This design comes from an exercise in tuning for small area and a short achievable clock period on the open sky130 flow, not from production work. The RTL was checked by simulation tests, not by an equivalence proof against the original design.

## flow/design.v (module list and top-level ports; edited modules follow where they fit)
// module lzc8: 10 lines
// module lzc24: 13 lines
// module lshift24: 11 lines
// module esub: 10 lines
// module fadd_ctl: 29 lines
// module fadd_s1: 61 lines
// module fadd_s2: 38 lines
// module fadd: 20 lines
// module fadd_pc: 19 lines
// module nctl: 11 lines
// module mul24: 1644 lines
// module fa1: 4 lines
// module ha1: 4 lines
// module ao22: 3 lines
// module xo2: 3 lines
// module orx: 3 lines
// module xnx: 3 lines
// module fmul_pre: 22 lines
// module fmul_core: 16 lines
// module fmul_post: 25 lines
// module PE: 122 lines
module PE(
    input clk, rst, i_vld, bias_add,
    input [31:0] in0, in1, in2, in3, in4, in5, in6, in7, bias_val,
    output [31:0] out_node
);
  // ...
==> flow/run.sh <==
#!/bin/bash
# synth_recipe.tcl (not shown) runs the flow's synth.tcl, then flattens the netlist and writes it again
# the make line also repeats each setting of config.mk as NAME=value (left out here)
make -C /OpenROAD-flow-scripts/flow DESIGN_CONFIG=/design/flow/config.mk WORK_HOME=/design/flow/orfs CLKGATE_MAP_FILE= SYNTH_SCRIPT=/design/flow/synth_recipe.tcl finish
==> flow/config.mk <==
export PLATFORM = sky130hd
export DESIGN_NAME = PE
export DESIGN_NICKNAME = PE
export VERILOG_FILES = /design/flow/design.v
export SDC_FILE = /design/flow/constraint.sdc
export NUM_CORES = 4
export LEC_CHECK = 0
export CAP_MARGIN = 20
export CORE_MARGIN = 2
export CORE_UTILIZATION = 50
export SLEW_MARGIN = 20
export SYNTH_HIERARCHICAL = 1
==> flow/constraint.sdc <==
create_clock -name core_clock -period 26.5 [get_ports {clk}]
set_input_delay 5.3000 -clock core_clock [delete_from_list [all_inputs] [get_ports {clk}]]
set_output_delay 5.3000 -clock core_clock [all_outputs]
set_load 0.01 [all_outputs]
==> results.json, run 1 <==
{
  "grt_use_met2_pct": 48.1,
  "required_ps": 27200,
  "top_regs": "mul.a_ma (96), mul.a_mb (96), mul.a_esum (40)",
  "period_share_pct": 45.8,
  "drc": 0,
  "finalHoldViolCount": 0,
  "wl_met2_um": 187000,
  "dp.final_hpwl_um": 323000,
  "hold-path-endpoint": "v3",
  "io_pins": 324,
  "cts_sinks": 614,
  "status": "no timing/DRC/antenna violations",
  "holdCritStartpoint": "v2",
  "final_cells": 18296,
  "top_layer": "met4",
  "grt_pass1_vias": 113568,
  "drv_cap": 0,
  "fin_area_mm2": 0.140,
  "area.share.sequential_pct": 8.78,
  "place_ws_ps": 14600,
  "synth.avg_cell_area_um2": 8.82,
  "n_all_inverters": 493,
  "rsz0062_at_grt": "no",
  "worst_slew_pin_slew_ps": 1030,
  "core-area_mm2": 0.265,
  "slew-limit-headroom_pct": 29.5,
  "avgViaCountPerCell": 6.13,
  "endpoint": "q_near_y[21]",
  "wirelength_um": 427000,
  "grt_first_pass_wirelength_um": 667000,
  "seq_cell_count": 614,
  "num_tap_cells": 3533,
  "use_met3_pct": 5.91,
  "report.final.setup_viol": 0,
  "clkCellAreaFrac_pct": 1.99,
  "num_vias": 112149,
  "finish.net_count": 17602,
  "utilization_pct": 52.9
}
==> module fadd_s1, before the edit <==
module fadd_s1 #(parameter DUAL_SHIFT = 0) (
    input  [31:0] a,
    input  [31:0] b,
    input  [30:0] ctl,
    output        sub,         
    output [23:0] big,         
    output [23:0] sml,         
    output        far_sign,
    output [7:0]  base,        
    output [23:0] near_x,      
    output [23:0] near_y,      
    output        near_lt,     
    output        near_sx,     
    output        near_sy,     
    output        use_near,
    output [1:0]  spec,        
    output        spec_sign    
);
    wire [7:0] dab = ctl[7:0];
    wire [7:0] dba = ctl[15:8];
    wire agtb = ctl[16];
    assign base = ctl[24:17];
    assign use_near = ctl[27];
    assign spec = ctl[29:28];
    assign spec_sign = ctl[30];
    wire sa = a[31], sb = b[31];
    wire [23:0] ma = {|a[30:23], a[22:0]};
    wire [23:0] mb = {|b[30:23], b[22:0]};
    assign sub = sa ^ sb;
    assign big = agtb ? ma : mb;
    generate
        if (DUAL_SHIFT) begin : g_dual
            wire [23:0] shb = mb >> dab;
            wire [23:0] sha = ma >> dba;
            assign sml = agtb ? shb : sha;
        end else begin : g_swap
            wire [7:0] d = agtb ? dab : dba;
            wire [23:0] smlu = agtb ? mb : ma;
            assign sml = smlu >> d;
        end
    endgenerate
    assign far_sign = sub ? (agtb ? sa : sb) : sa;
    wire [23:0] na, nb;
    wire [24:0] ma_e = {1'b0, ma}, mb_e = {1'b0, mb};
    genvar g;
    generate
        for (g = 0; g < 4; g = g + 1) begin : g_nal
            wire sh_a, sh_b;
            nctl u_nctl (.ea(a[24:23]), .eb(b[24:23]), .sh_a(sh_a), .sh_b(sh_b));
            assign na[6*g+5:6*g] = sh_a ? ma_e[6*g+6:6*g+1] : ma_e[6*g+5:6*g];
            assign nb[6*g+5:6*g] = sh_b ? mb_e[6*g+6:6*g+1] : mb_e[6*g+5:6*g];
        end
    endgenerate
    wire [24:0] xw = {1'b0, na} + {1'b0, sub ? ~nb : nb} + {24'd0, sub};
    wire [24:0] yw = {1'b0, nb} + {1'b0, ~na} + 25'd1;
    assign near_lt = sub & ~xw[24];
    assign near_x = xw[23:0];
    assign near_y = yw[23:0];
    assign near_sx = sa;
    assign near_sy = sb;
endmodule
==> module PE, before the edit <==
module PE(
    input clk, rst, i_vld, bias_add,
    input [31:0] in0, in1, in2, in3, in4, in5, in6, in7, bias_val,
    output [31:0] out_node
);
    reg v1, v2, v3, acc_vld;
    always @(posedge clk or posedge rst) begin
        if (rst) begin
            v1 <= 1'b0;
            v2 <= 1'b0;
            v3 <= 1'b0;
            acc_vld <= 1'b0;
        end else begin
            v1 <= i_vld;
            v2 <= v1;
            v3 <= v2;
            acc_vld <= bias_add | v3;
        end
    end
    wire [31:0] opa [0:3];
    wire [31:0] opb [0:3];
    assign opa[0] = in0; assign opb[0] = in1;
    assign opa[1] = in2; assign opb[1] = in3;
    assign opa[2] = in4; assign opb[2] = in5;
    assign opa[3] = in6; assign opb[3] = in7;
    wire [31:0] prod [0:3];
    genvar k;
    generate
        for (k = 0; k < 4; k = k + 1) begin : mul
            wire        sign_w;
            wire [9:0]  esum_w;
            wire [1:0]  cls_w;
            wire [23:0] ma_w, mb_w;
            fmul_pre u_pre (.a(opa[k]), .b(opb[k]), .sign(sign_w), .esum(esum_w),
                            .cls(cls_w), .ma(ma_w), .mb(mb_w));
            reg        a_sign;
            reg [9:0]  a_esum;
            reg [1:0]  a_cls;
            reg [23:0] a_ma, a_mb;
            always @(posedge clk) begin
                a_sign <= sign_w;
                a_esum <= esum_w;
                a_cls  <= cls_w;
                a_ma   <= ma_w;
                a_mb   <= mb_w;
            end
            wire        norm_w;
            wire [22:0] man_w;
            wire        rnd_w;
            fmul_core u_core (.esum(a_esum), .ma(a_ma), .mb(a_mb),
                              .norm(norm_w), .man_norm(man_w), .rnd(rnd_w));
            fmul_post u_post (.sign(a_sign), .cls(a_cls), .esum(a_esum), .norm(norm_w),
                              .man_norm(man_w), .rnd(rnd_w), .res(prod[k]));
        end
    endgenerate
    reg [31:0] p0, p1, p2, p3;
    always @(posedge clk) begin
        p0 <= prod[0];
        p1 <= prod[1];
        p2 <= prod[2];
        p3 <= prod[3];
    end
    wire [31:0] s01_w, s23_w;
    reg  [31:0] s01, s23;
    fadd add0 (.a(p0), .b(p1), .res(s01_w));
    fadd add1 (.a(p2), .b(p3), .res(s23_w));
    wire [30:0] ctl2_w;
    reg  [30:0] ctl2;
    fadd_ctl add2_ctl (.a(s01_w), .b(s23_w), .ctl(ctl2_w));
    always @(posedge clk) begin
        s01  <= s01_w;
        s23  <= s23_w;
        ctl2 <= ctl2_w;
    end
    wire [31:0] tree;
    fadd_pc add2 (.a(s01), .b(s23), .ctl(ctl2), .res(tree));
    reg  [31:0] acc_r;                       
    wire [31:0] acc_x = bias_add ? bias_val : tree;
    wire        h_sub, h_far_sign, h_near_sx, h_near_sy, h_near_lt, h_use_near, h_spec_sign;
    wire [23:0] h_big, h_sml, h_near_x, h_near_y;
    wire [7:0]  h_base;
    wire [1:0]  h_spec;
    wire [30:0] h_ctl;
    fadd_ctl acc_ctl (.a(acc_r), .b(acc_x), .ctl(h_ctl));
    fadd_s1 #(.DUAL_SHIFT(1)) acc_s1 (.a(acc_r), .b(acc_x), .ctl(h_ctl), .sub(h_sub), .big(h_big), .sml(h_sml),
                    .far_sign(h_far_sign), .base(h_base), .near_x(h_near_x),
                    .near_y(h_near_y), .near_lt(h_near_lt), .near_sx(h_near_sx),
                    .near_sy(h_near_sy), .use_near(h_use_near), .spec(h_spec),
                    .spec_sign(h_spec_sign));
    reg         q_sub, q_far_sign, q_near_sx, q_near_sy, q_near_lt, q_use_near, q_spec_sign;
    reg  [23:0] q_big, q_sml, q_near_x, q_near_y;
    reg  [7:0]  q_base;
    reg  [1:0]  q_spec;
    always @(posedge clk) begin
        q_sub       <= h_sub;
        q_big       <= h_big;
        q_sml       <= h_sml;
        q_far_sign  <= h_far_sign;
        q_base      <= h_base;
        q_near_x    <= h_near_x;
        q_near_y    <= h_near_y;
        q_near_lt   <= h_near_lt;
        q_near_sx   <= h_near_sx;
        q_near_sy   <= h_near_sy;
        q_use_near  <= h_use_near;
        q_spec      <= h_spec;
        q_spec_sign <= h_spec_sign;
    end
    wire [31:0] acc_sum;
    fadd_s2 acc_s2 (.sub(q_sub), .big(q_big), .sml(q_sml), .far_sign(q_far_sign),
                    .base(q_base), .near_x(q_near_x), .near_y(q_near_y),
                    .near_lt(q_near_lt), .near_sx(q_near_sx), .near_sy(q_near_sy),
                    .use_near(q_use_near), .spec(q_spec), .spec_sign(q_spec_sign),
                    .res(acc_sum));
    assign out_node = acc_vld ? acc_sum : 32'd0;
    always @(posedge clk) begin
        if (rst)
            acc_r <= 32'd0;
        else
            acc_r <= out_node;
    end
endmodule
==> run 2, diff against run 1 <==
--- a/flow/design.v
+++ b/flow/design.v
@@ -113,17 +113,10 @@
         end
     endgenerate
     assign far_sign = sub ? (agtb ? sa : sb) : sa;
-    wire [23:0] na, nb;
-    wire [24:0] ma_e = {1'b0, ma}, mb_e = {1'b0, mb};
-    genvar g;
-    generate
-        for (g = 0; g < 4; g = g + 1) begin : g_nal
-            wire sh_a, sh_b;
-            nctl u_nctl (.ea(a[24:23]), .eb(b[24:23]), .sh_a(sh_a), .sh_b(sh_b));
-            assign na[6*g+5:6*g] = sh_a ? ma_e[6*g+6:6*g+1] : ma_e[6*g+5:6*g];
-            assign nb[6*g+5:6*g] = sh_b ? mb_e[6*g+6:6*g+1] : mb_e[6*g+5:6*g];
-        end
-    endgenerate
+    wire n_agtb = ctl[25];
+    wire n_bgta = ctl[26];
+    wire [23:0] na = n_bgta ? {1'b0, ma[23:1]} : ma;
+    wire [23:0] nb = n_agtb ? {1'b0, mb[23:1]} : mb;
     wire [24:0] xw = {1'b0, na} + {1'b0, sub ? ~nb : nb} + {24'd0, sub};
     wire [24:0] yw = {1'b0, nb} + {1'b0, ~na} + 25'd1;
     assign near_lt = sub & ~xw[24];
@@ -209,17 +202,6 @@
                 .near_sx(near_sx), .near_sy(near_sy), .use_near(use_near),
                 .spec(spec), .spec_sign(spec_sign), .res(res));
 endmodule
-module nctl (
-    input  [1:0] ea,
-    input  [1:0] eb,
-    output       sh_a,
-    output       sh_b
-);
-    wire d1 = ea[0] ^ eb[0];
-    wire k = ea[1] ^ eb[1] ^ ea[0];
-    assign sh_a = d1 & ~k;
-    assign sh_b = d1 & k;
-endmodule
 module mul24 (
     input  [23:0] a,
     input  [23:0] b,
@@ -1953,18 +1935,16 @@
     input [31:0] in0, in1, in2, in3, in4, in5, in6, in7, bias_val,
     output [31:0] out_node
 );
-    reg v1, v2, v3, acc_vld;
+    reg v1, v2, v3;
     always @(posedge clk or posedge rst) begin
         if (rst) begin
             v1 <= 1'b0;
             v2 <= 1'b0;
             v3 <= 1'b0;
-            acc_vld <= 1'b0;
         end else begin
             v1 <= i_vld;
             v2 <= v1;
             v3 <= v2;
-            acc_vld <= bias_add | v3;
         end
     end
     wire [31:0] opa [0:3];
@@ -2053,16 +2033,21 @@
         q_near_sx   <= h_near_sx;
         q_near_sy   <= h_near_sy;
         q_use_near  <= h_use_near;
-        q_spec      <= h_spec;
         q_spec_sign <= h_spec_sign;
     end
+    always @(posedge clk or posedge rst) begin
+        if (rst)
+            q_spec <= 2'd3;
+        else
+            q_spec <= (bias_add | v3) ? h_spec : 2'd3;
+    end
     wire [31:0] acc_sum;
     fadd_s2 acc_s2 (.sub(q_sub), .big(q_big), .sml(q_sml), .far_sign(q_far_sign),
                     .base(q_base), .near_x(q_near_x), .near_y(q_near_y),
                     .near_lt(q_near_lt), .near_sx(q_near_sx), .near_sy(q_near_sy),
                     .use_near(q_use_near), .spec(q_spec), .spec_sign(q_spec_sign),
                     .res(acc_sum));
-    assign out_node = acc_vld ? acc_sum : 32'd0;
+    assign out_node = acc_sum;
     always @(posedge clk) begin
         if (rst)
             acc_r <= 32'd0;
==> results.json, run 2 <==
{
  "die-width_um": 519,
  "period_share_pct": 43.8,
  "final_common_cell": "nand2_1",
  "core-area_mm2": 0.265,
  "drv_cap": 0,
  "synthCells": 15064,
  "wl_per_cell_um": 23.0,
  "holdPathStages": 0,
  "critPathSlowestCell": "clkinv_1",
  "ff2ff_path_depth": 38,
  "avgViaCountPerCell": 6.08,
  "cts_tree": "done",
  "cts_setup_buffers": 0,
  "path_class": "register to register",
  "cts_sinks": 615,
  "critPathMaxStageDelay_ps": 850,
  "synth_area_mm2": 0.133,
  "cts_root_buf": "clkbuf_16",
  "final_cell_mix": "3001 x nand2_1, 1968 x fa_1, 791 x a21oi_1, 733 x nor2_1, 645 x ha_1",
  "post-route-min-period_ps": 11620,
  "report.final.setup_viol": 0,
  "rsz0062_at_grt": "no",
  "cts_resized": 0,
  "required_ps": 27220,
  "holdWs_ps": 351,
  "seqCellArea_mm2": 0.0123,
  "dp.final_hpwl_um": 319000,
  "worst_slew_pin_slew_ps": 1150,
  "top_regs": "mul.a_ma (96), mul.a_mb (96), mul.a_esum (40)",
  "cts_hold_buf": 0,
  "num_vias": 110858,
  "io_buffer_count": 323,
  "cts_buffers": 79,
  "detail-route-antenna-nets": 0,
  "multi_input_area_mm2": 0.113,
  "grt_pass1_vias": 113757,
  "antenna_found_initial": 4,
  "clock_path_buffers": 4,
  "n_fill_cell": 24915,
  "start_util_pct": 50.2,
  "dieArea_mm2": 0.270,
  "cp-end-kind": "register",
  "wirelength_um": 420000,
  "finish.net_count": 17543,
  "max_freq_mhz": 86.1,
  "finalHoldViolCount": 0,
  "detail_route.first_pass.iterations": 9,
  "slew-limit-headroom_pct": 23.0,
  "critical_path_peak_fanout": 37,
  "drt_iter0_markers": 10091,
  "path_delay_family": "compound AO/OA/AOI/OAI gates",
  "syn_nets": 17969,
  "synth.avg_cell_area_um2": 8.81,
  "drive_above_1_share_pct": 10.4,
  "grtUsageTotal_pct": 30.9,
  "clock_latency_ps": 860,
  "slew_violations": 0,
  "grt_max_degree": 82,
  "hold_class": "register to register",
  "grt-ovfl-total": 0,
  "path_depth": 38,
  "io_pins": 324,
  "cp.arrival_ps": 12340,
  "clk_pin_slew_ps": 70,
  "die_y_um": 519,
  "cp_common_cell": "ha_1",
  "utilization_pct": 52.7,
  "htreeDepth": 3,
  "grt_first_pass_wirelength_um": 661000,
  "syn_to_final_growth_pct": 5.17,
  "drc": 0,
  "yosysWarningCount": 7,
  "fin_skew_ps": 73.5,
  "status": "no timing/DRC/antenna violations",
  "cp_num_buf_inv": 6,
  "rows": 189,
  "gp_congestion": 0.942,
  "crit_path_start_kind": "register",
  "tns_ps": 0
}
run 2: metrics by stage:
| stage | std cells | setup slack, ps | cell area (µm²) |
|---|---|---|---|
| finish | 18228 | 14880 | 140000 |
| global route | 18227 | 14220 | 140000 |
| CTS | 18226 | 15040 | 140000 |
| detailed placement | 18090 | 15050 | 137000 |
| global placement | 18090 | 15190 | 137000 |
| floorplan | 15064 | 16230 | 133000 |
run 2: metal layers:
| metal | vias up | global-route usage [%] | part of all wire, % |
|---|---|---|---|
| li1 | 50563 | - | - |
| met2 | 4553 | 47.7 | 44 |
| met4 | 0 | 9.36 | 3.3 |
| met1 | 54950 | 43.6 | 44 |
| met3 | 792 | 6.22 | 8.8 |
| met5 | - | 0 | 0 |
run 2: cell type report:
class | instances | share of cell area, %
diodes | 2 | 0.00359
clock buffers | 99 | 1.55
clock inverters | 37 | 0.347
inverters | 503 | 1.36
multi-input cells | 12837 | 80.9
flip-flops and latches | 615 | 8.85
well taps | 3533 | 3.17
repair buffers | 602 | 3.81
run 2: path summary, 6_finish.rpt:
| path | start | endpoint | slack (ps) |
|---|---|---|---|
| setup / recovery | p0[23] | ctl2[24] | 14880 |
| hold / removal | v2 | v3 | 350 |
| setup reg to reg | p0[23] | ctl2[24] | 14880 |
| hold reg to reg | v2 | v3 | 350 |
| max in group asynchronous | rst | q_spec[1] | 21590 |
| min in group asynchronous | rst | v1 | 4670 |
==> module fadd_ctl, before the edit <==
module fadd_ctl (
    input  [31:0] a,
    input  [31:0] b,
    output [30:0] ctl
);
    wire sa = a[31], sb = b[31];
    wire [7:0] ea = a[30:23], eb = b[30:23];
    wire [22:0] fa = a[22:0], fb = b[22:0];
    wire ha = |ea, hb = |eb;
    wire a_max = &ea, b_max = &eb;
    wire fa_z = ~|fa, fb_z = ~|fb;
    wire nan_a = a_max & ~fa_z, nan_b = b_max & ~fb_z;
    wire inf_a = a_max & fa_z, inf_b = b_max & fb_z;
    wire zero_a = ~ha & fa_z, zero_b = ~hb & fb_z;
    wire is_nan = nan_a | nan_b | (inf_a & inf_b & (sa ^ sb));
    wire is_inf = inf_a | inf_b;
    wire [1:0] spec = is_nan ? 2'd1 : is_inf ? 2'd2 : (zero_a & zero_b) ? 2'd3 : 2'd0;
    wire spec_sign = inf_a ? sa : sb;
    wire [8:0] dab = {1'b0, ea} - {1'b0, eb};
    wire [7:0] dba = eb - ea;
    wire agtb = ~dab[8] & (|dab[7:0]);
    wire [7:0] base = agtb ? ea : eb;
    wire n_d1 = ea[0] ^ eb[0];
    wire n_agtb = n_d1 & (ea[1] ^ eb[1] ^ ea[0]);
    wire n_bgta = n_d1 & ~(ea[1] ^ eb[1] ^ ea[0]);
    wire d_le1 = (dab == 9'h000) | (dab == 9'h001) | (dab == 9'h1FF);
    wire use_near = ((sa ^ sb) & d_le1) | (~ha & ~hb);
    assign ctl = {spec_sign, spec, use_near, n_bgta, n_agtb, base, agtb, dba, dab[7:0]};
endmodule
==> run 3, diff against run 2 <==
--- a/flow/design.v
+++ b/flow/design.v
@@ -62,7 +62,7 @@
     wire spec_sign = inf_a ? sa : sb;
     wire [8:0] dab = {1'b0, ea} - {1'b0, eb};
     wire [7:0] dba = eb - ea;
-    wire agtb = ~dab[8] & (|dab[7:0]);
+    wire agtb = ea > eb;
     wire [7:0] base = agtb ? ea : eb;
     wire n_d1 = ea[0] ^ eb[0];
     wire n_agtb = n_d1 & (ea[1] ^ eb[1] ^ ea[0]);
@@ -115,13 +115,25 @@
     assign far_sign = sub ? (agtb ? sa : sb) : sa;
     wire n_agtb = ctl[25];
     wire n_bgta = ctl[26];
-    wire [23:0] na = n_bgta ? {1'b0, ma[23:1]} : ma;
-    wire [23:0] nb = n_agtb ? {1'b0, mb[23:1]} : mb;
-    wire [24:0] xw = {1'b0, na} + {1'b0, sub ? ~nb : nb} + {24'd0, sub};
-    wire [24:0] yw = {1'b0, nb} + {1'b0, ~na} + 25'd1;
-    assign near_lt = sub & ~xw[24];
-    assign near_x = xw[23:0];
-    assign near_y = yw[23:0];
+    generate
+        if (DUAL_SHIFT) begin : g_near3
+            wire [24:0] x0 = {1'b0, ma} + {1'b0, sub ? ~mb : mb} + {24'd0, sub};
+            wire [24:0] y0 = {1'b0, mb} + {1'b0, ~ma} + 25'd1;
+            wire [24:0] x1 = {1'b0, ma} + {2'b11, ~mb[23:1]} + 25'd1;
+            wire [24:0] y2 = {1'b0, mb} + {2'b11, ~ma[23:1]} + 25'd1;
+            assign near_x = n_agtb ? x1[23:0] : x0[23:0];
+            assign near_y = n_bgta ? y2[23:0] : y0[23:0];
+            assign near_lt = n_bgta | (sub & ~x0[24] & ~n_agtb);
+        end else begin : g_near1
+            wire [23:0] na = n_bgta ? {1'b0, ma[23:1]} : ma;
+            wire [23:0] nb = n_agtb ? {1'b0, mb[23:1]} : mb;
+            wire [24:0] xw = {1'b0, na} + {1'b0, sub ? ~nb : nb} + {24'd0, sub};
+            wire [24:0] yw = {1'b0, nb} + {1'b0, ~na} + 25'd1;
+            assign near_lt = sub & ~xw[24];
+            assign near_x = xw[23:0];
+            assign near_y = yw[23:0];
+        end
+    endgenerate
     assign near_sx = sa;
     assign near_sy = sb;
 endmodule
==> results.json, run 3 <==
{
  "status": "no timing/DRC/antenna violations",
  "core-area_mm2": 0.265,
  "avgViaCountPerCell": 6.13,
  "num_vias": 113550,
  "critPathSlowestCell": "clkdlybuf4s50_1",
  "yosysWarningCount": 7,
  "slew-limit-headroom_pct": 23.1,
  "worst_slew_pin_slew_ps": 1150,
  "grt_first_pass_wirelength_um": 683000,
  "drive_above_1_share_pct": 9.01,
  "drt_iter0_markers": 9289,
  "holdCritStartpoint": "v2",
  "grt-ovfl-total": 0,
  "synth_area_mm2": 0.133,
  "cts_sinks": 615,
  "final_cell_mix": "3081 x nand2_1, 1970 x fa_1, 779 x a21oi_1, 754 x nor2_1, 695 x ha_1",
  "dieArea_mm2": 0.271,
  "start_util_pct": 50.3,
  "htreeDepth": 3,
  "tns_ps": 0,
  "crit_chain": "or4_4 -> nor4_4 -> nor2_1 -> a21oi_1 -> mux2_2 -> inv_1 -> ha_1 -> a21oi_2 -> o21ai_2 -> nor2_2 -> nand3_1 -> xnor2_1 -> nand2_1 -> a221oi_1 -> clkdlybuf4s50_1",
  "grt_max_degree": 75,
  "synthCells": 15368,
  "dp.final_hpwl_um": 332000,
  "final_common_cell": "nand2_1",
  "critPathMaxStageDelay_ps": 650,
  "io_pins": 324,
  "fin_area_mm2": 0.141,
  "cp-end-kind": "primary output",
  "die-width_um": 521,
  "reg2reg_slack_ps": 15750,
  "syn_to_final_growth_pct": 5.34,
  "path_class": "register to primary output",
  "holdPathStages": 0,
  "ff2ff_path_depth": 29,
  "placed_cell_area_mm2": 0.138,
  "period_share_pct": 41.2,
  "rr_startpoint": "mul[2].a_mb[4]",
  "slew_violations": 0,
  "report.final.setup_viol": 0,
  "fin_skew_ps": 44.0,
  "antenna_found_initial": 1,
  "hold-path-endpoint": "v3",
  "synth.avg_cell_area_um2": 8.68,
  "holdWs_ps": 354,
  "cts_setup_buffers": 0,
  "clock_path_buffers": 4,
  "clk_pin_slew_ps": 70,
  "wirelength_um": 436000,
  "gp_congestion": 0.966,
  "rsz0062_at_grt": "no",
  "die_y_um": 521,
  "cts_hold_buf": 0,
  "grt_pass1_vias": 115118,
  "finish.net_count": 17874,
  "syn_nets": 18325,
  "drv_cap": 0,
  "clock_latency_ps": 830,
  "rows": 189,
  "cts_buffers": 83,
  "cp.arrival_ps": 5630,
  "wl_per_cell_um": 23.5,
  "max_freq_mhz": 91.5,
  "required_ps": 21200,
  "timing.rr.end": "p2[6]",
  "drc": 0,
  "final_cells": 18514,
  "critical_path_peak_fanout": 19,
  "dp_cells": 18361,
  "hold_class": "register to register",
  "io_buffer_count": 323,
  "cts_resized": 0,
  "cts_root_buf": "clkbuf_16",
  "finalHoldViolCount": 0,
  "crit_path_start_kind": "register",
  "grtUsageTotal_pct": 32.0,
  "detail_route.first_pass.iterations": 8,
  "post-route-min-period_ps": 10930,
  "cts_tree": "done",
  "top_regs": "mul.a_ma (96), mul.a_mb (96), mul.a_esum (40)",
  "detail-route-antenna-nets": 0
}
## run 3: cell count changes in the layout (fill, tap and decap cells not counted), sizes merged, moves of 17 or more
cell	change
a211oi	-103
mux2	-55
nand2	+80
o21a	+17
o21ai	+38
a2111oi	+22
a21o	+25
xor2	+42
nor2	+23
o31a	+37
ha	+50
nor3	+91
## run 3: cell type report
type / count / area, µm²
Antenna cell: 1 / 2.50
Clock inverter: 47 / 639
Timing Repair Buffer: 594 / 5280
Fill cell: 25038 / 125000
Sequential cell: 615 / 12400
Clock buffer: 101 / 2250
Inverter: 511 / 1920
Multi-Input combinational cell: 13112 / 114000
Tap cell: 3533 / 4420
## run 3: layer usage
metal | up-vias | share of wire, % | GRT usage [%]
met5 | - | 0 | 0
met4 | 0 | 4.0 | 11.7
met3 | 917 | 7.5 | 4.86
met2 | 4723 | 46 | 52.1
met1 | 56310 | 42 | 43.0
li1 | 51600 | - | -
## run 3: through the flow
| stage | worst slack, ps | utilization (%) |
|---|---|---|
| finish | 15570 | 53.0 |
| global route | 14950 | 53.0 |
| CTS | 15550 | 53.0 |
| detailed placement | 15590 | 51.9 |
| global placement | 15590 | 51.9 |
| floorplan | 17230 | - |
## run 3: worst max-delay path, delay by kind of cell (launching register included)
family | cells | cell delay [ps]
AND/OR/NAND/NOR | 6 | 1560
buffers and inverters | 2 | 910
AO/OA/AOI/OAI | 4 | 890
multiplexers | 1 | 520
adder cells (fa/ha/maj) | 1 | 400
flip-flops | 1 | 340
XOR/XNOR | 1 | 170
## run 3: how the worst max path moves through the flow
stage,startpoint,end,slack [ps],cells past startpoint
2_1_floorplan,p2[24],ctl2[27],17230,39
3_3_place_gp,s01[31],q_sml[19],15590,37
3_5_place_dp,s01[31],q_sml[19],15590,37
4_1_cts,q_near_y[21],out_node[30],15550,15
5_1_grt,s01[31],q_sml[19],14950,37
6_report,q_near_y[21],out_node[30],15570,15
==> run 4, diff against run 3 <==
==> flow/flow/run.sh (new file) <==
#!/bin/bash
# Layout: the standard ORFS flow (standard.sh: the standard synthesis,
# floorplan, placement, CTS, routing), with one setting changed: the timing
# repair of each stage (floorplan, CTS, global route) works until the setup
# slack at the design's clock period is at least SETUP_SLACK_MARGIN ns,
# instead of stopping at non-negative slack. The clock, its period and the
# input/output constraints are the design's, unchanged.
set -euo pipefail
cd "$(dirname "$0")/.."
bash standard.sh SETUP_SLACK_MARGIN=16.5 finish > layout_orfs_make.log 2>&1
==> flow/standard.sh (new file) <==
#!/bin/bash
# synth_recipe.tcl (not shown) runs the flow's synth.tcl, then flattens the netlist and writes it again
# the make line also repeats each setting of config.mk as NAME=value (left out here)
make -C /OpenROAD-flow-scripts/flow DESIGN_CONFIG=/design/flow/config.mk WORK_HOME=/design/flow/orfs CLKGATE_MAP_FILE= SYNTH_SCRIPT=/design/flow/synth_recipe.tcl "${@:-finish}"
removed: flow/run.sh
==> results.json, run 4 <==
{
  "final_common_cell": "nand2_1",
  "wl_per_cell_um": 23.7,
  "report.final.setup_viol": 0,
  "crit_path_start_kind": "register",
  "status": "no timing/DRC/antenna violations",
  "period_share_pct": 37.6,
  "final_cell_mix": "3079 x nand2_1, 1969 x fa_1, 764 x a21oi_1, 753 x nor2_1, 676 x ha_1",
  "grt-ovfl-total": 0,
  "clock_latency_ps": 830,
  "diodes": 0,
  "rsz0062_at_grt": "yes",
  "drv_cap": 0,
  "grt_max_degree": 75,
  "grtUsageTotal_pct": 32.2,
  "critPathMaxStageDelay_ps": 610,
  "cts_root_buf": "clkbuf_16",
  "drt_iter0_markers": 9875,
  "core-area_mm2": 0.265,
  "timing.rr.end": "p2[29]",
  "grt_first_pass_wirelength_um": 688000,
  "post-route-min-period_ps": 9960,
  "drive_above_1_share_pct": 10.7,
  "htreeDepth": 3,
  "rows": 189,
  "gp_congestion": 0.966,
  "critPathSlowestCell": "clkdlybuf4s50_1",
  "wirelength_um": 442000,
  "setup_slack_ps": 16540,
  "top_regs": "mul.a_ma (96), mul.a_mb (96), mul.a_esum (40)",
  "grt_pass1_vias": 115775,
  "hold_class": "register to register",
  "avgViaCountPerCell": 6.16,
  "clk_pin_slew_ps": 60,
  "dp.final_hpwl_um": 332000,
  "antenna_found_initial": 1,
  "num_vias": 114786,
  "reg2reg_slack_ps": 16790,
  "io_pins": 324,
  "cts_buffers": 83,
  "critical_path_peak_fanout": 26,
  "cts_hold_buf": 0,
  "worst_slew_pin_slew_ps": 1080,
  "finalHoldViolCount": 0,
  "synthCells": 15368,
  "dieArea_mm2": 0.271,
  "holdPathStages": 0,
  "holdCritStartpoint": "v2",
  "synth_area_mm2": 0.133,
  "fin_area_mm2": 0.143,
  "detail_route.first_pass.iterations": 7,
  "fin_skew_ps": 42.2,
  "crit_chain": "buf_12 -> buf_12 -> xor2_2 -> ha_1 -> and3_1 -> and3_1 -> o211ai_2 -> a21boi_2 -> a221o_1 -> buf_4 -> xor2_2 -> buf_8 -> nor2_1 -> a21oi_1 -> o211ai_1 -> clkdlybuf4s50_1",
  "place_ws_ps": 15590,
  "syn_to_final_growth_pct": 7.20,
  "rr_startpoint": "mul[2].a_mb[2]",
  "slew_violations": 0,
  "yosysWarningCount": 7,
  "die-width_um": 521,
  "holdWs_ps": 353,
  "synth.avg_cell_area_um2": 8.68,
  "required_ps": 21200,
  "drc": 0,
  "io_buffer_count": 323,
  "start_util_pct": 50.3,
  "tns_ps": 0,
  "cp-end-kind": "primary output",
  "hold-path-endpoint": "v3",
  "path_class": "register to primary output",
  "max_freq_mhz": 100,
  "cts_sinks": 615,
  "clock_path_buffers": 4,
  "cp.arrival_ps": 4660,
  "syn_nets": 18325,
  "finish.net_count": 17997,
  "slew-limit-headroom_pct": 27.8,
  "die_y_um": 521,
  "cts_tree": "done",
  "ff2ff_path_depth": 29,
  "placed_cell_area_mm2": 0.138,
  "detail-route-antenna-nets": 0
}
## run 4: final cells by class
class	instances	area [µm²]
well taps	3533	4420
flip-flops and latches	615	12400
multi-input cells	13122	115000
inverters	511	1940
clock buffers	101	2250
clock inverters	47	639
repair buffers	707	6670
fillers	24821	122000
## run 4: per-stage QoR
| stage | utilization, % | std cells |
|---|---|---|
| global placement | 51.9 | 18361 |
| detailed placement | 51.9 | 18361 |
| finish | 53.9 | 18636 |
| global route | 53.9 | 18636 |
| CTS | 53.4 | 18568 |
| floorplan | - | 15368 |
## run 4: worst max path at each step
stage	startpoint	to	slack [ps]	cells after the start
after global placement	s01[31]	q_sml[19]	15590	37
after CTS	q_near_x[13]	out_node[30]	16380	16
after global routing	mul[2].a_mb[2]	p2[29]	16400	29
after detailed placement	s01[31]	q_sml[19]	15590	37
after floorplan	p2[24]	ctl2[27]	17230	39
final	q_sub	out_node[3]	16540	16
## run 4: repair_timing
| action | in CTS | in global routing |
|---|---|---|
| cloned | 10 | 5 |
| buffers inserted | 49 | 62 |
| gates resized for setup | 127 | 251 |
| setup endpoints to repair | 208 | 213 |
| pin swaps | 24 | 35 |
## run 4: layer usage
metal	vias to the layer above	routed length [µm]	GRT usage [%]
met4	0	17900	11.8
met1	57027	186000	43.4
met2	4934	204000	52.5
li1	51861	-	-
met5	-	0	0
met3	964	34300	4.81
## run 4: critical path: cells and delay by family (launching register included)
family / cells / cell delay, ps
buf+inv: 5 / 1260
compound gates: 5 / 930
simple gates: 3 / 540
flops: 1 / 390
xor+xnor: 2 / 340
fa+ha+maj: 1 / 340
==> run 5, diff against run 4 <==
==> flow/flow/run.sh (replaced) <==
#!/bin/bash
# Layout: the standard ORFS flow (standard.sh: the standard synthesis,
# floorplan, placement, CTS, routing), with two settings changed:
#  - the timing repair of each stage (floorplan, CTS, global route) works
#    until the setup slack at the design's clock period is at least
#    SETUP_SLACK_MARGIN ns, instead of stopping at non-negative slack;
#  - every input and output port still gets its own buffer, but a buf_4
#    rather than the delay cell buffer_ports picks by default.
# The clock, its period and the input/output constraints are the design's,
# unchanged.
set -euo pipefail
cd "$(dirname "$0")/.."
bash standard.sh "BUFFER_PORTS_ARGS=-buffer_cell sky130_fd_sc_hd__buf_4" \
    SETUP_SLACK_MARGIN=17 finish > layout_orfs_make.log 2>&1
==> results.json, run 5 <==
{
  "grt_first_pass_wirelength_um": 697000,
  "avgViaCountPerCell": 6.18,
  "synth.avg_cell_area_um2": 8.68,
  "final_common_cell": "nand2_1",
  "fin_skew_ps": 50.8,
  "io_pins": 324,
  "slew-limit-headroom_pct": 21.1,
  "cts_buffers": 82,
  "period_share_pct": 36.9,
  "synthCells": 15368,
  "syn_nets": 18325,
  "rows": 189,
  "drt_iter0_markers": 9961,
  "grt_max_degree": 75,
  "worst_slew_pin_slew_ps": 1150,
  "clock_path_buffers": 4,
  "drc": 0,
  "detail_route.first_pass.iterations": 9,
  "path_class": "register to primary output",
  "finalHoldViolCount": 0,
  "die_y_um": 521,
  "grt-ovfl-total": 0,
  "cp.arrival_ps": 4470,
  "crit_path_start_kind": "register",
  "path_delay_family": "multiplexers",
  "slew_violations": 0,
  "cts_hold_buf": 0,
  "cp_common_cell": "buf_4",
  "critical_path_peak_fanout": 5,
  "num_vias": 115919,
  "cts_root_buf": "clkbuf_16",
  "core-area_mm2": 0.265,
  "detail-route-antenna-nets": 0,
  "placed_cell_area_mm2": 0.137,
  "required_ps": 21200,
  "gp_congestion": 0.965,
  "critPathMaxStageDelay_ps": 550,
  "cts_tree": "done",
  "syn_to_final_growth_pct": 8.55,
  "htreeDepth": 3,
  "dieArea_mm2": 0.271,
  "utilization_pct": 54.6,
  "cts_sinks": 615,
  "clock_latency_ps": 840,
  "wl_per_cell_um": 24.0,
  "antenna_found_initial": 4,
  "top_regs": "mul.a_ma (96), mul.a_mb (96), mul.a_esum (40)",
  "hold_class": "register to register",
  "start_util_pct": 50.3,
  "yosysWarningCount": 7,
  "drive_above_1_share_pct": 14.6,
  "wirelength_um": 449000,
  "critPathSlowestCell": "or4_4",
  "fin_area_mm2": 0.145,
  "die-width_um": 521,
  "rsz0062_at_grt": "yes",
  "report.final.setup_viol": 0,
  "grtUsageTotal_pct": 32.7,
  "tns_ps": 0,
  "drv_cap": 0,
  "final_cells": 18746,
  "final_cell_mix": "3074 x nand2_1, 1967 x fa_1, 750 x nor2_1, 742 x a21oi_1, 654 x ha_1",
  "cp_num_buf_inv": 5,
  "clk_pin_slew_ps": 60,
  "synth_area_mm2": 0.133,
  "dp.final_hpwl_um": 333000,
  "n_fill_cell": 24618,
  "crit_chain": "or4_4 -> nor4_4 -> buf_4 -> buf_4 -> mux2i_1 -> a21oi_1 -> mux2_4 -> buf_4 -> clkinvlp_4 -> mux2_2 -> mux2i_1 -> o211ai_1 -> a32oi_1 -> o21ai_0 -> buf_4",
  "cp-end-kind": "primary output",
  "status": "no timing/DRC/antenna violations",
  "grt_pass1_vias": 117723,
  "post-route-min-period_ps": 9770,
  "max_freq_mhz": 102,
  "dp_cells": 18359,
  "finish.net_count": 18106,
  "holdWs_ps": 351,
  "io_buffer_count": 323
}
[run 5: layout make-up]
class                   count  area [µm²]  share of cell area (%)
multi-input cells       13132      116000                    80.0
flip-flops and latches    615       12400                    8.58
repair buffers            807        7230                    4.99
well taps                3533        4420                    3.05
clock buffers             101        2260                    1.56
inverters                 511        1940                    1.34
clock inverters            46         613                   0.423
diodes                      1        2.50                 0.00173
[run 5: repair_timing]
action / 4_1_cts / 5_1_grt
gates cloned: 20 / 13
setup buffers: 100 / 104
endpoints found under the setup margin: 247 / 217
pin swaps: 72 / 75
gates resized for setup: 342 / 377
[run 5: through the flow]
step,setup slack [ps]
after floorplan,17230
after global placement,15820
after detailed placement,15650
after global routing,16580
after CTS,16830
final,16730
[run 5: layer usage]
layer | up-vias | GRT usage, % | part of all wire, %
li1 | 52156 | - | -
met1 | 57476 | 43.8 | 41
met2 | 5224 | 53.2 | 46
met3 | 1063 | 5.15 | 8.0
met4 | 0 | 12.2 | 4.4
met5 | - | 0 | 0
[run 5: path summary, 6_finish.rpt]
path	to	cells after the start	startpoint	slack, ps
worst max-delay path	out_node[10]	15	q_near_y[13]	16730
worst min-delay path	v3	0	v2	350
worst max register to register	ctl2[27]	38	p0[24]	16980
worst min register to register	v3	0	v2	350
max in group asynchronous	q_spec[0]	2	rst	21720
min in group asynchronous	v2	2	rst	4540
==> module fadd_s2, before the edit <==
module fadd_s2 (
    input         sub,
    input  [23:0] big,
    input  [23:0] sml,
    input         far_sign,
    input  [7:0]  base,
    input  [23:0] near_x,
    input  [23:0] near_y,
    input         near_lt,
    input         near_sx,
    input         near_sy,
    input         use_near,
    input  [1:0]  spec,
    input         spec_sign,
    output [31:0] res
);
    wire [24:0] fs = {1'b0, big} + {1'b0, sub ? ~sml : sml} + {24'd0, sub};
    wire [24:0] fsum = sub ? {1'b0, fs[23:0]} : fs;
    wire [22:0] f_man = fsum[24] ? fsum[23:1] : fsum[23] ? fsum[22:0] : {fsum[21:0], 1'b0};
    wire [7:0]  f_exp = fsum[24] ? base + 8'd1 : fsum[23] ? base : base - 8'd1;
    wire [4:0] lzx, lzy;
    lzc24 u_lzx (.x(near_x), .n(lzx));
    lzc24 u_lzy (.x(near_y), .n(lzy));
    wire [4:0] lz = near_lt ? lzy : lzx;
    wire [23:0] n_val = near_lt ? near_y : near_x;
    wire near_sign = near_lt ? near_sy : near_sx;
    wire [23:0] n_sh;
    lshift24 u_sh (.x(n_val), .n(lz), .y(n_sh));
    wire n_zero = lz[4] & lz[3];             
    wire [22:0] n_man = n_sh[22:0];
    wire [7:0]  n_e;
    esub u_esub (.base(base), .n(lz), .d(n_e));
    wire [7:0]  n_exp = n_zero ? 8'd0 : n_e;
    wire [31:0] r = use_near ? {near_sign, n_exp, n_man} : {far_sign, f_exp, f_man};
    assign res = spec == 2'd1 ? 32'h7FC00000 :
                 spec == 2'd2 ? {spec_sign, 8'hFF, 23'd0} :
                 spec == 2'd3 ? 32'd0 : r;
endmodule
==> run 6, diff against run 5 <==
--- a/flow/design.v
+++ b/flow/design.v
@@ -137,7 +137,7 @@
     assign near_sx = sa;
     assign near_sy = sb;
 endmodule
-module fadd_s2 (
+module fadd_s2 #(parameter FAST_EXP = 0) (
     input         sub,
     input  [23:0] big,
     input  [23:0] sml,
@@ -168,7 +168,16 @@
     wire n_zero = lz[4] & lz[3];             
     wire [22:0] n_man = n_sh[22:0];
     wire [7:0]  n_e;
-    esub u_esub (.base(base), .n(lz), .d(n_e));
+    generate
+        if (FAST_EXP) begin : g_fexp
+            wire [7:0] n_ex, n_ey;
+            esub u_esx (.base(base), .n(lzx), .d(n_ex));
+            esub u_esy (.base(base), .n(lzy), .d(n_ey));
+            assign n_e = near_lt ? n_ey : n_ex;
+        end else begin : g_exp
+            esub u_esub (.base(base), .n(lz), .d(n_e));
+        end
+    endgenerate
     wire [7:0]  n_exp = n_zero ? 8'd0 : n_e;
     wire [31:0] r = use_near ? {near_sign, n_exp, n_man} : {far_sign, f_exp, f_man};
     assign res = spec == 2'd1 ? 32'h7FC00000 :
@@ -2054,7 +2063,7 @@
             q_spec <= (bias_add | v3) ? h_spec : 2'd3;
     end
     wire [31:0] acc_sum;
-    fadd_s2 acc_s2 (.sub(q_sub), .big(q_big), .sml(q_sml), .far_sign(q_far_sign),
+    fadd_s2 #(.FAST_EXP(1)) acc_s2 (.sub(q_sub), .big(q_big), .sml(q_sml), .far_sign(q_far_sign),
                     .base(q_base), .near_x(q_near_x), .near_y(q_near_y),
                     .near_lt(q_near_lt), .near_sx(q_near_sx), .near_sy(q_near_sy),
                     .use_near(q_use_near), .spec(q_spec), .spec_sign(q_spec_sign),
==> results.json, run 6 <==
{
  "status": "no timing/DRC/antenna violations",
  "worst_slew_pin_slew_ps": 1140,
  "wl_per_cell_um": 23.8,
  "synth.avg_cell_area_um2": 8.69,
  "report.final.setup_viol": 0,
  "path_class": "register to primary output",
  "rsz0062_at_grt": "yes",
  "dp.final_hpwl_um": 337000,
  "cp_num_buf_inv": 6,
  "finalHoldViolCount": 0,
  "die-width_um": 523,
  "core-area_mm2": 0.268,
  "crit_chain": "or4_4 -> nor4_4 -> a21boi_4 -> mux2i_2 -> inv_2 -> buf_12 -> buf_16 -> buf_6 -> buf_6 -> nor2b_1 -> mux4_2 -> mux4_2 -> a31oi_4 -> o21ai_2 -> buf_6",
  "grtUsageTotal_pct": 32.5,
  "detail-route-antenna-nets": 0,
  "wirelength_um": 450000,
  "drt_iter0_markers": 9640,
  "hold_class": "register to register",
  "drive_above_1_share_pct": 14.6,
  "slew_violations": 0,
  "drv_cap": 0,
  "grt_first_pass_wirelength_um": 698000,
  "final_cell_mix": "3026 x nand2_1, 1968 x fa_1, 793 x nor2_1, 722 x a21oi_1, 655 x ha_1",
  "tns_ps": 0,
  "cp.arrival_ps": 4580,
  "num_vias": 115965,
  "synthCells": 15474,
  "antenna_found_initial": 3,
  "grt_pass1_vias": 118101,
  "required_ps": 21200,
  "grt_max_degree": 75,
  "final_common_cell": "nand2_1",
  "crit_path_start_kind": "register",
  "max_freq_mhz": 101,
  "fin_skew_ps": 47.4,
  "path_delay_family": "multiplexers",
  "critPathMaxStageDelay_ps": 560,
  "cts_sinks": 615,
  "top_regs": "mul.a_ma (96), mul.a_mb (96), mul.a_esum (40)",
  "yosysWarningCount": 7,
  "htreeDepth": 3,
  "cp-end-kind": "primary output",
  "rows": 190,
  "clock_path_buffers": 4,
  "detail_route.first_pass.iterations": 8,
  "post-route-min-period_ps": 9880,
  "period_share_pct": 37.3,
  "io_buffer_count": 323,
  "clk_pin_slew_ps": 70,
  "critPathSlowestCell": "mux4_2",
  "dp_cells": 18488,
  "cts_tree": "done",
  "gp_congestion": 0.966,
  "utilization_pct": 54.6,
  "syn_to_final_growth_pct": 8.59,
  "final_cells": 18891,
  "slew-limit-headroom_pct": 22.1,
  "die_y_um": 523,
  "avgViaCountPerCell": 6.14,
  "critical_path_peak_fanout": 6,
  "synth_area_mm2": 0.134,
  "cp_common_cell": "buf_6",
  "start_util_pct": 50.2,
  "clock_latency_ps": 850,
  "drc": 0,
  "finish.net_count": 18239,
  "cts_buffers": 82,
  "cts_root_buf": "clkbuf_16",
  "io_pins": 324,
  "grt-ovfl-total": 0,
  "dieArea_mm2": 0.273,
  "syn_nets": 18439
}
[run 6: per-layer routing]
layer	global-route usage [%]	wire length (µm)
met1	43.2	188000
met2	52.9	207000
met3	4.67	33000
met4	13.8	22200
met5	0	13
[run 6: worst paths after layout]
kind                       slack (ps)  cells past startpoint            to    startpoint
max                             16620                     15  out_node[20]  q_near_y[20]
min                               360                      0            v2            v1
max reg2reg                     17130                     34      ctl2[27]        p2[25]
min reg2reg                       360                      0            v2            v1
max in group asynchronous       21730                      2     q_spec[0]           rst
min in group asynchronous        4530                      2            v2           rst
[run 6: cell type report]
| cell class | instances | area, µm² |
|---|---|---|
| fill | 25017 | 122000 |
| timing repair buffer | 825 | 7510 |
| antenna | 2 | 5.00 |
| inverter | 541 | 2040 |
| clock inverter | 46 | 569 |
| sequential | 615 | 12400 |
| multi-input combinational | 13209 | 117000 |
| tap | 3552 | 4440 |
| clock buffer | 101 | 2220 |
[run 6: timing repair]
item,in CTS,in global routing
pin swaps,86,77
gates cloned,13,10
hold buffers,0,0
setup endpoints to repair,248,221
gates resized for setup,301,450
setup buffers,119,111
[run 6: through the flow]
step           setup slack [ps]  instance area, µm²  hold WS, ps
2_1_floorplan             17300              134000          331
3_3_place_gp              15830              138000          339
3_5_place_dp              15740              138000          347
4_1_cts                   16640              143000          360
5_1_grt                   16510              146000          365
6_report                  16620              146000          355
[run 6: worst register-to-register path: cells and delay by family, from the launching register on]
family | cells | cell delay [ps]
simple gates | 7 | 1920
compound gates | 15 | 3450
flops | 1 | 440
xor+xnor | 1 | 300
fa+ha+maj | 3 | 1410
buf+inv | 5 | 870
mux | 3 | 870

## re-timing with driven ports
Ports are ideal in the flow. The routed layouts listed here were re-timed in OpenROAD.
Step 1, drivers: a clkbuf_16 drives clk and a buf_2 each remaining input, both assumed.
Step 2, shift: input delay + t, output delay - t, t = (earliest + latest rising clock arrival at the registers) / 2. This alone moves slack from input paths to output paths.
a / b / c = ideal ports / drivers / drivers and shift; a / b = the first two.
run	t, ns	slack for setup (ns)	worst setup path at the end	worst data-port slew with drivers (ns)
run 1	0.897	14.371 / 14.371 / 14.371	register to register	0.08
run 2	0.910	14.883 / 14.883 / 14.883	register to register	0.06
run 3	0.900	15.572 / 15.476 / 15.752	register to register	0.06
run 4	0.905	16.537 / 16.440 / 16.513	input to register	0.07
run 5	0.911	16.731 / 16.630 / 16.560	input to register	0.08
run 6	0.923	16.623 / 16.522 / 16.590	input to register	0.07
After both steps every run listed still meets setup and hold. The setup slack of run 5, which loses most, moves by -0.101 ns with the drivers and by -0.171 ns with both steps.
